From an optimization exercise on the open Yosys and OpenROAD flow, aimed at small area; shortcuts taken in it are not production practice. The RTL was checked by simulation tests, not by an equivalence proof against the original design. Power is estimated from default activity; no workload was simulated.

## flow/design.v

```verilog
module sensor_finish (
    input wire mclk,
    input wire rst,
    input wire sensor_clk,
    output wire es_verde,
    output wire es_rojo,
    output wire es_otro,
    output wire [1:0] filtro_sel
);
	reg [31:0] periodo;
	reg [31:0] counter; 
	reg [17:0] counter_timer; 
	reg [2:0] color_detectado;
	assign filtro_sel = 2'b00;
	assign es_rojo = color_detectado[2];
	assign es_verde = color_detectado[1];
	assign es_otro = color_detectado[0];
	parameter max=25000000; 
	always @(posedge mclk) begin   
		if (rst) begin
			counter <= 32'd0;
			periodo <= 32'd0;
		end else if(sensor_clk) begin
			counter <= counter + 32'b1;
		end else begin
			if(counter != 32'b0) begin
				periodo <= counter;
			end 
			counter <= + 32'b0;
		end
	end
	always @(posedge mclk) begin 
		if (rst) begin
		counter_timer <= 18'd0;
		color_detectado <= 3'b000;
		end else if(counter_timer >= max) begin
		counter_timer <= 18'd0;
			if ( periodo > 32'd18000 && periodo < 32'd23000) begin 
			color_detectado<=3'b100; 
			end
			else if( periodo > 32'd10400 && periodo < 32'd17900) begin 
			color_detectado<=3'b010; 
			end
			else begin 
			color_detectado<=3'b001; 
			end
		end
		else begin
		counter_timer <= counter_timer + 1;
		end
	end
endmodule
module servomotor_finish(
    input wire clk,      
    input wire rst,      
    input wire state, 
    output reg pwm_out   
);
    reg [12:0] pwm_counter;   
    parameter CLK_FREQ = 25000000;    
    parameter PWM_PERIOD = 500000;   
    parameter PULSE_90 = 50000;       
    parameter PULSE_0 = 25000;        
    parameter WAIT_TIME = 75000000;   
    always @(posedge clk) begin
        if (rst) begin
            pwm_counter <= 0;
            pwm_out <= 0;
        end else begin
        if (pwm_counter >= PWM_PERIOD) begin
            pwm_counter <= 0;
        end else begin
            pwm_counter <= pwm_counter + 1;
        end
        case (state)
            1'b0: begin
                if (pwm_counter <= PULSE_90) begin
                    pwm_out <= 1;
                end else begin
                    pwm_out <= 0;
                end
            end
            1'b1: begin
                if (pwm_counter <= PULSE_0) begin
                    pwm_out <= 1;
                end else begin
                    pwm_out <= 0;
                end
            end
        endcase
        end
    end
endmodule
module stepper_motor_control (
    input wire clk,           
    input wire rst,           
    output reg [3:0] motor    
);
    reg [7:0] counter;        
    reg [2:0] step_index;     
    reg [3:0] step_sequence;
    parameter STEP_DELAY = 22000;   
    always @(*) begin
        case (step_index)
            3'd0: step_sequence = 4'b1000;
            3'd1: step_sequence = 4'b1100;
            3'd2: step_sequence = 4'b0100;
            3'd3: step_sequence = 4'b0110;
            3'd4: step_sequence = 4'b0010;
            3'd5: step_sequence = 4'b0011;
            3'd6: step_sequence = 4'b0001;
            default: step_sequence = 4'b1001;
        endcase
    end
    always @(posedge clk) begin
        if (rst) begin
            counter <= 0;
            step_index <= 0;
            motor <= 4'b0000;
        end else if (counter >= STEP_DELAY) begin
            counter <= 0;
            step_index <= step_index + 1;
            motor <= step_sequence;
        end else begin
            counter <= counter + 1;
        end
    end
endmodule
module top (
   input wire mclk,         
   input wire rst,          
   input wire sensor_clk,   
   input wire detecto,  
   output wire [1:0] filtro_sel,   
   output wire pwm_out1,     
   output wire pwm_out2,     
   output wire motor1,        
   output wire motor2,        
   output wire motor3,        
   output wire motor4,         
   output wire motor5,        
   output wire motor6,        
   output wire motor7,        
   output wire motor8         
);
   wire es_verde; 
   wire es_rojo;
   wire es_otro;
   reg [1:0] estado_servos;
   reg cont_iniciado;
   reg [18:0] contador_main;   
   parameter max_contador = 32'd500000;
   sensor_finish #(.max(250000)) sensor (
      .mclk(mclk),
      .rst(rst),
      .sensor_clk(sensor_clk),
      .es_verde(es_verde),
      .es_rojo(es_rojo),
      .es_otro(es_otro),
      .filtro_sel(filtro_sel)
   );
   servomotor_finish #(.PWM_PERIOD(5000), .PULSE_90(500), .PULSE_0(250)) servo1 (
      .clk(mclk),    
      .rst(rst),
      .pwm_out(pwm_out1),
      .state(estado_servos[0])  
   );
   servomotor_finish #(.PWM_PERIOD(5000), .PULSE_90(500), .PULSE_0(250)) servo2 (
      .clk(mclk),   
      .rst(rst),
      .pwm_out(pwm_out2),
      .state(estado_servos[1])  
   );
    stepper_motor_control #(.STEP_DELAY(220)) motor_control (
        .clk(mclk),                         
        .rst(rst),
        .motor({motor4, motor3, motor2, motor1})   
    );
    stepper_motor_control #(.STEP_DELAY(220)) motor_control2 (
        .clk(mclk),                         
        .rst(rst),
        .motor({motor8, motor7, motor6, motor5})   
    );
   always @(posedge mclk) begin
      if (rst) begin
         estado_servos <= 2'b00;
         cont_iniciado <= 1'b0;
         contador_main <= 19'd0;
      end
      else if (!detecto && !cont_iniciado) begin
            cont_iniciado <= 1'b1;
            if(es_verde) begin
            estado_servos <= 2'b10;
            end
            else if(es_rojo) begin
            estado_servos <= 2'b01; 
            end
            else begin 
            estado_servos <= 2'b00; 
            end
      end 
      else if (cont_iniciado && contador_main < max_contador) begin
         contador_main <= contador_main + 1;
      end 
      else if (cont_iniciado && contador_main >= max_contador) begin
         estado_servos <= 2'b00;
         cont_iniciado <= 1'b0;       
         contador_main <= 19'd0;        
      end
   end
endmodule
```

## flow/run.sh

```bash
#!/bin/bash
# synth_recipe.tcl (not shown) runs the flow's synth.tcl, then flattens the netlist and writes it again
# the make line also repeats each setting of config.mk as NAME=value (left out here)
make -C /OpenROAD-flow-scripts/flow DESIGN_CONFIG=/design/flow/config.mk WORK_HOME=/design/flow/orfs CLKGATE_MAP_FILE= SYNTH_SCRIPT=/design/flow/synth_recipe.tcl finish
```

## flow/config.mk

```make
export PLATFORM = sky130hd
export DESIGN_NAME = top
export DESIGN_NICKNAME = top
export VERILOG_FILES = /design/flow/design.v
export SDC_FILE = /design/flow/constraint.sdc
export NUM_CORES = 4
export LEC_CHECK = 0
export CAP_MARGIN = 20
export CORE_MARGIN = 2
export CORE_UTILIZATION = 40
export SLEW_MARGIN = 20
```

## flow/constraint.sdc

```tcl
create_clock -name core_clock -period 5.0 [get_ports {mclk}]
set_input_delay 1.0000 -clock core_clock [delete_from_list [all_inputs] [get_ports {mclk}]]
set_output_delay 1.0000 -clock core_clock [all_outputs]
set_load 0.01 [all_outputs]
```

==> impl_results.md, run 1 <==
* Sink Count at 164
* Synthesized flop and latch total at 164
* Drt first-iter violations at 297
* I/O Pins at 16
* Internal at 2086 uW
* # rows at 49
* Seq pwr share at about half
* Post-DP HPWL at ~8900 um
* RSZ-0062 raised after global routing: no
* PD cells at around 330 nW/um^2
* CTS Root Buffer Type: clkbuf_16
* Leakage at 0.003121 uW
* DRT Wirelength at 13370 um
* Core Region at 18020 sq um
* Mapped cell area at between 7000 and 8000 sq um
* Switching share of power at 22.60%
* Req. time, crit path at approximately 4.0 ns
* Multi-input logic area at 3816 sq um
* GR Overflow Total at 0
* First-pass GRT wire length at 23280 um
* Gate Count Post-Synth at ~850
* Largest net degree at the start of global routing at 39
* Setup Skew at between 0.009 and 0.01 ns
* Post-CTS Repair Setup Buffers at 0
* Worst-Skew Late Latency at roughly 0.43 ns
* Placed cells at 1058
* VDD IR max at 214.0 uV
* Crit path buf inv count at 1
* EDFF count, synth at 0
* Final-report setup violation count at 0
* Maximum root-to-sink buffer count at 2
* CP endpoint kind: output pin
* Initial core utilization at 40.96%
* Filler instances at 1786
* Commonest cells after routing, fill and taps aside: 177 x nor2_1, 164 x dfxtp_1, 48 x xnor2_1
* Final hold viol count at 0
* Final Max Tran Viols at 0
* Vias per cell at between 5 and 6
* Cts bufs inserted at 17
* Area grow syn2layout at 11.64%
* Slowest CP cell: clkdlybuf4s50_1
* RePlAce Congestion at 0.7538
* CP Max Fanout at 2
* Die area at 19560 sq um
* Via count at 5543
* Max Cap Viol at 0
* Crit path max-delay family: buffers and inverters
* Max Fclk at 0.4283 GHz
* 1st-pass router iterations at 4
* Die Width at 139.9 um
* Clock Power Share at 47.6%
* Storage cell area at about 3300 sq um
* Net Sw Power at 609.1 uW
* CTS Hold Bufs at 0
* Worst slew margin at 36.16%
* Arr. time, crit path at 1.33 ns
* Routed WL per cell at 12.26 um
* Worst-Margin Slew at 0.9534 ns
* Crit start category: flop
* DRC Markers at 0
* Worst path cell trace: clkdlybuf4s50_1
* TritonCTS clock tree: built
* Outcome: timing/DRC/antenna clean
* Post-synthesis sequential area ratio at 44.47%
* Ratio of final minimum period to clock period at 46.70%
* Yosys cell types at 58
* Largest stage delay, worst path at 0.55 ns
* Most common cell after layout, fill and taps aside: nor2_1
* Die Y at 139.9 um
* Hold WC Path Type: flop to flop
* Setup TNS at 0 ns
* Total track usage at between 10 and 15%
* Minimum clock period at 2.335 ns
* Vias in the first global route at 5021
* Initial antenna violation count at 0
* Clock transition at path regs at 0.07 ns
* Synth Flop Type: dfxtp_1
* Combinational Power Share at under 10%
* Port Buffers at 13
* Syn. warnings at 4
* Nets at 875
* Crit Path Class: flop to output pin
* CTS resizes at 0
* ANT cells at 0
* Final std cells w/o fill at 1090
* Syn Area/Cell at 8.738 sq um
* Synth async-reset ratio at 0%
* Routed Antenna Nets at 0
* Htree depth at 4
* Layout cells sized above 1 at between 5 and 6%
## routing by layer
layer  GRT usage [%]  part of all wire, %
met4           5.632                  1.9
met3           3.854                  3.0
met5               0                    0
met1           19.81                   52
met2           21.26                   43
## registers in the layout, summed over array words and instances (netlist names), 2 cells and up
signal,flops
sensor.color_detectado,2
motor_control.step_index,3
sensor.periodo,32
motor_control2.step_index,3
motor_control.motor,4
motor_control.counter,8
sensor.counter_timer,18
sensor.counter,32
contador_main,19
servo1.pwm_counter,13
motor_control2.counter,8
motor_control2.motor,4
estado_servos,2
servo2.pwm_counter,13
## Yosys cell counts (3+ instances only)
cell / instances / area, sq um
dfxtp_1: 164 / 3283
nand2b_1: 5 / 31.28
inv_1: 34 / 127.6
xnor2_1: 48 / 420.4
mux2i_1: 33 / 330.3
ha_1: 23 / 287.8
buf_2: 7 / 35.03
a21oi_1: 32 / 160.2
o21ai_0: 19 / 95.09
and4_1: 4 / 35.03
a21o_1: 3 / 22.52
o211ai_1: 5 / 37.54
nand4b_1: 3 / 26.28
and2_1: 3 / 18.77
nand4_1: 21 / 131.4
buf_4: 5 / 37.54
nor4_1: 21 / 131.4
xor2_1: 41 / 359.1
nand2_1: 41 / 153.9
o31ai_1: 3 / 22.52
nor2_1: 177 / 664.4
or3_1: 9 / 56.30
nor3_1: 24 / 120.1
and3_1: 15 / 93.84
nand3_1: 42 / 210.2
clkbuf_1: 15 / 56.30
## stage by stage
stage	total power [uW]	hold WS, ns	utilization (%)	setup WS, ns	area (sq um)
after global routing	2796	0.4897	45.73	2.639	8243
after CTS	2734	0.4542	45.73	2.654	8243
after detailed placement	1444	0.4450	42.50	2.434	7661
after global placement	1443	0.4414	42.50	2.446	7661
after floorplan	1427	0.4261	-	3.044	7387
final	2695	0.4489	45.73	2.665	8243
## final timing paths
check / start / endpoint / slack [ns] / cells past startpoint
hold reg to reg: motor_control.motor[3] / motor_control.motor[3] / 0.45 / 2
setup reg to reg: sensor.counter[0] / sensor.periodo[3] / 2.86 / 8
setup / recovery: motor_control2.motor[2] / motor7 / 2.67 / 1
hold / removal: motor_control.motor[3] / motor_control.motor[3] / 0.45 / 2
## kinds of logic after synthesis
kind of cell | share of synthesized area (%)
fa+ha+maj | 3.898
xor+xnor | 10.56
compound gates | 7.168
buf+inv | 4.050
other cells | 0.05079
flops | 44.47
mux | 4.474
simple gates | 25.33
## tightest hold or removal path: stages (launching register included)
cell and delay, ns:
dfxtp_1 0.31, nand2_1 0.05, a21oi_1 0.05
## power by group through the flow
stage          logic, uW  registers (uW)  clock network, uW
2_1_floorplan       64.9            1360                  0
3_3_place_gp        75.6            1370                  0
3_5_place_dp        76.3            1370                  0
4_1_cts             76.6            1340               1320
5_1_grt             85.5            1340               1370
6_report            74.7            1340               1280
## layout make-up
type,instances,share of cell area (%)
tap,229,3.476
inverter,34,1.548
sequential,164,39.83
clock buffer,17,5.161
timing repair buffer,16,1.791
clock inverter,15,1.897
multi-input combinational,615,46.30
==> inputs of run 2 (changes only) <==
==> flow/design.v (replaced) <==
module top (
   input wire mclk,
   input wire rst,
   input wire sensor_clk,
   input wire detecto,
   output wire [1:0] filtro_sel,
   output wire pwm_out1,
   output wire pwm_out2,
   output wire motor1,
   output wire motor2,
   output wire motor3,
   output wire motor4,
   output wire motor5,
   output wire motor6,
   output wire motor7,
   output wire motor8
);
   assign filtro_sel = 2'b00;
   reg [14:0] scnt;
   reg        p_red, p_green;       
   reg [17:0] tmr;                  
   reg        c_red, c_green;       
   wire       s_sat = scnt[14] & scnt[13];
   wire       s_nz  = |scnt;
   wire       tmr_end = tmr[17] & tmr[16] & tmr[15] & tmr[14] & tmr[12] & tmr[7] & tmr[4];
   always @(posedge mclk) begin
      if (rst)
         scnt <= 15'd0;
      else if (sensor_clk)
         scnt <= scnt + {14'd0, ~s_sat};
      else
         scnt <= 15'd0;
   end
   always @(posedge mclk) begin
      if (rst) begin
         p_red <= 1'b0;
         p_green <= 1'b0;
      end else if (!sensor_clk && s_nz) begin
         p_red <= (scnt > 15'd18000) && (scnt < 15'd23000);
         p_green <= (scnt > 15'd10400) && (scnt < 15'd17900);
      end
   end
   always @(posedge mclk) begin
      if (rst) begin
         tmr <= 18'd0;
         c_red <= 1'b0;
         c_green <= 1'b0;
      end else if (tmr_end) begin
         tmr <= 18'd0;
         c_red <= p_red;
         c_green <= p_green;
      end else
         tmr <= tmr + 18'd1;
   end
   reg [1:0]  est;
   reg        run;
   reg [18:0] mc;
   wire       mc_end = mc[18] & mc[17] & mc[16] & mc[15] & mc[13] & mc[8] & mc[5];
   always @(posedge mclk) begin
      if (rst) begin
         est <= 2'b00;
         run <= 1'b0;
         mc <= 19'd0;
      end else if (!detecto && !run) begin
         run <= 1'b1;
         est <= {c_green, c_red};
      end else if (run && !mc_end)
         mc <= mc + 19'd1;
      else if (run) begin
         est <= 2'b00;
         run <= 1'b0;
         mc <= 19'd0;
      end
   end
   reg [12:0] pc;
   reg        pwm1, pwm2;
   wire       pc_end = pc[12] & pc[9] & pc[8] & pc[7] & pc[3];
   wire       le250 = pc <= 13'd250;
   wire       le500 = pc <= 13'd500;
   always @(posedge mclk) begin
      if (rst) begin
         pc <= 13'd0;
         pwm1 <= 1'b0;
         pwm2 <= 1'b0;
      end else begin
         pc <= pc_end ? 13'd0 : pc + 13'd1;
         pwm1 <= est[0] ? le250 : le500;
         pwm2 <= est[1] ? le250 : le500;
      end
   end
   assign pwm_out1 = pwm1;
   assign pwm_out2 = pwm2;
   reg [7:0] sc;
   reg [3:0] m;                     
   wire      sc_end = sc[7] & sc[6] & sc[4] & sc[3] & sc[2];
   always @(posedge mclk) begin
      if (rst) begin
         sc <= 8'd0;
         m <= 4'b0000;
      end else if (sc_end) begin
         sc <= 8'd0;
         m[3] <= ~(m[2] | m[1]);
         m[2] <= (m[3] | m[2]) & ~(m[1] | m[0]);
         m[1] <= (m[2] | m[1]) & ~(m[0] | m[3]);
         m[0] <= (m[1] | m[0]) & ~(m[3] | m[2]);
      end else
         sc <= sc + 8'd1;
   end
   assign {motor4, motor3, motor2, motor1} = m;
   assign {motor8, motor7, motor6, motor5} = m;
endmodule
==> run 2 against run 1 <==
  * Still clean on timing, DRC and antenna
  * Die area shrank 46%
  * Sequential power shrank 48%
  * Combinational power shrank 42%
  * Critical path depth grew 4
  * Via count shrank 45%
  * Maximum frequency shrank 17%
  * Worst setup slack lost 0.48 ns
  * Synthesized cell count shrank 46%
  * Global-route usage grew 0.82 points
  * Utilization shrank 0.14 points
  * First-iteration DRC count shrank 63%
  * Count of clock-buffer cells in the layout shrank 6
  * Highest routed layer unchanged
==> impl_results.md, run 2 <==
* Post-synthesis sequential area ratio at 43.95%
* GR Overflow Total at 0
* Initial antenna violation count at 0
* Hold WC Path Type: flop to flop
* CTS resizes at 0
* Reg2Reg Depth at 5
* Ratio of final minimum period to clock period at 56.33%
* Req. time, crit path at between 5 and 6 ns
* RSZ-0062 raised after global routing: no
* Crit Path Class: input pin to flop
* Synth top cells by count: 86 x dfxtp_1, 80 x nor2_1, 27 x xor2_1
* Multiplexer area fraction after synthesis at 1.278%
* Die Y at 103.0 um
* CTS Hold Bufs at 0
* Combinational family with the most area after synthesis: simple AND/OR/NAND/NOR gates
* Critical path depth at 5
* Max Cap Viol at 0
* Outcome: timing/DRC/antenna clean
* VDD IR max at roughly 160 uV
* Synth Flop Type: dfxtp_1
* Arr. time, crit path at 3.12 ns
* DRC Markers at 0
* RePlAce Congestion at about 0.86
* Synth async-reset ratio at 0%
* Sink Count at 86
* Routed Antenna Nets at 0
* Commonest cells after routing, fill and taps aside: 86 x dfxtp_1, 80 x nor2_1, 27 x xor2_1
* Worst path cell trace: clkdlybuf4s50_1 -> inv_1 -> nand2_1 -> or4_1 -> nand2_1
* CTS Root Buffer Type: clkbuf_8
* Total track usage at 15.14%
* # rows at 36
* DRT Wirelength at slightly above 7000 um
* Worst-Margin Slew at 0.7261 ns
* Crit start category: input pin
* R2R Path End: tmr[16]
* Setup TNS at 0 ns
* Minimum clock period at 2.817 ns
* Largest stage delay, worst path at between 0.7 and 0.8 ns
* Die area at roughly 11000 sq um
* Final Max Tran Viols at 0
* Fraction of synthesized cell area in xor and xnor cells at 10.73%
* 1st-pass router iterations at 4
* Final-report setup violation count at 0
* Most flop-heavy register: mc
* Worst-Skew Late Latency at around 0.36 ns
* Worst slew margin at between 50% and 60%
* EDFF count, synth at 0
* Most frequent cell after synthesis: dfxtp_1
* Max Fclk at 0.3550 GHz
* First-pass GRT wire length at 12880 um
* Clock transition at path regs at 0.08 ns
* Port Buffers at 13
* Mapped cell area at 3918 sq um
* Critical Path End: scnt[13]
* CP endpoint kind: flop
* Critical path's most frequent cell: nand2_1
* Largest register FFs at 19
* Slowest CP cell: clkdlybuf4s50_1
* Post-DP HPWL at 4979 um
* Largest registers: mc: 19 flops, tmr: 18 flops, scnt: 15 flops
* Maximum root-to-sink buffer count at 2
* Vias in the first global route at slightly below 3000
* Post-CTS Repair Setup Buffers at 0
* Nets at 472
* Via count at 3048
* Final hold viol count at 0
* Storage cell area at between 1500 and 2000 sq um
* TritonCTS clock tree: built
* Adder-cell share of the synthesized area at 2.236%
* Drt first-iter violations at 110
* Crit path buf inv count at 2
* Area grow syn2layout at 12.17%
* R2r startpoint: tmr[0]
* ANT cells at 0
* CP Max Fanout at 18
* Compound-Gate Fraction of Synth Area at 9.837%
* Layout cells sized above 1 at 5.579%
* Final Util at 45.59%
* Initial core utilization at 40.64%
* Syn. warnings at 1
* Filler instances at 977
* Synthesized flop and latch total at 86
* Share of the synthesized area in the top cell type at 43.95%
* Crit path max-delay family: buffers and inverters
* Routed WL per cell at 12.06 um
* PD cells at around 320 nW/um^2
* Vias per cell at 5.088
* Gate Count Post-Synth at 460
* Yosys cell types at 46
* Cts bufs inserted at 9
* Largest net degree at the start of global routing at 19
* Core Region at 9639 sq um
* Post-synthesis simple-gate area fraction at a little over a quarter
* Htree depth at 3
* Syn Area/Cell at 8.516 sq um
* Most common cell after layout, fill and taps aside: dfxtp_1
* Setup Skew at roughly 0.012 ns
* Leakage at 0.001512 uW
* Die Width at 103.0 um
* Register-to-register setup slack at 3.20 ns
* Multi-input logic area at 2036 sq um
* I/O Pins at 16
* Worst Setup SP: rst
* Synth top area cells: dfxtp_1 44%, nor2_1 7.7%, xor2_1 6.0%, xnor2_1 4.7%, nand3_1 3.2%
* Cell accounting for the most synthesized area: dfxtp_1
-- run 2: changes by cell type in the layout (fill, tap and decap cells not counted), sizes merged, moves of 14 or more --
cell,change
nand3,-17
ha,-16
xor2,-14
inv,-23
nor4,-19
nand2,-16
nor2,-98
xnor2,-27
mux2i,-28
dfxtp,-78
-- run 2: kinds of logic (layout without fill, tap and decap cells) --
group | count (synthesis) | after routing
AO/OA/AOI/OAI | 61 | 61
adder cells (fa/ha/maj) | 7 | 7
buffers and inverters | 39 | 44
XOR/XNOR | 48 | 48
other | 1 | 2
flip-flops | 86 | 86
AND/OR/NAND/NOR | 213 | 213
multiplexers | 5 | 5
-- run 2: worst min path at each step --
stage	from	endpoint	cells after the start
2_1_floorplan	sc[0]	sc[0]	1
3_3_place_gp	sc[0]	sc[0]	1
3_5_place_dp	sc[0]	sc[0]	1
4_1_cts	sc[0]	sc[0]	1
5_1_grt	p_red	p_red	2
6_report	sc[0]	sc[0]	1
-- run 2: power by group --
group,switching (uW),internal [uW]
Combinational,26.7,16.7
Clock,243,411
Sequential,9.51,694
-- run 2: per-layer routing --
metal  up-vias  part of all wire [%]  track usage, %
met3        10                   3.3           3.322
met5         -                     0               0
met1      1401                    52           21.23
met2        44                    43           22.68
li1       1593                     -               -
met4         0                   1.7           5.972
-- run 2: per-stage QoR --
step	cell area, sq um	hold WS [ns]	worst slack (ns)	power [uW]	cells
after floorplan	3921	0.4130	2.879	749.1	461
after global placement	4101	0.4253	1.907	761.1	583
after detailed placement	4114	0.4379	1.780	763.4	583
after CTS	4394	0.4529	2.154	1418	599
after global routing	4394	0.4829	2.000	1456	599
final	4394	0.4427	2.183	1401	599
-- run 2: layout make-up --
class,count,area share (%)
inverter,14,1.196
timing repair buffer,14,3.132
clock inverter,5,2.933
clock buffer,11,3.445
multi-input combinational,336,46.33
sequential,86,39.18
tap,133,3.787

-- afterwards: timing with drivers on the ports --
The results above use ideal ports. As a check the final layouts listed here were re-extracted and re-timed, cells and wires unchanged. Step 1 (the two cells are an assumption about what drives the block):
set clk [get_ports {mclk}]
set_driving_cell -lib_cell sky130_fd_sc_hd__clkbuf_16 $clk
set_driving_cell -lib_cell sky130_fd_sc_hd__buf_2 [delete_from_list [all_inputs] $clk]
Step 2 adds t to the input delays and takes it off the output delays; t is the mean of the earliest and latest rising clock arrival at the registers after step 1. Input paths then give back, and output paths get back, about the clock's delay inside the block. a / b / c = no drivers / after step 1 / after step 2; a / b = the first two.
| run | t, ns | setup WS [ns] | hold WS [ns] | worst setup path after step 2 | worst slew at a driven data input, ns |
|---|---|---|---|---|---|
| run 1 | 0.465 | 2.665 / 2.626 / 2.424 | 0.449 / 0.449 / 0.449 | input to register | 0.04 |
| run 2 | 0.380 | 2.183 / 2.193 / 1.813 | 0.443 / 0.443 / 0.443 | input to register | 0.03 |
After both steps every run listed still meets setup and hold. For run 2, which loses most, drivers alone change the setup slack by +0.010 ns; drivers and shift together by -0.370 ns.
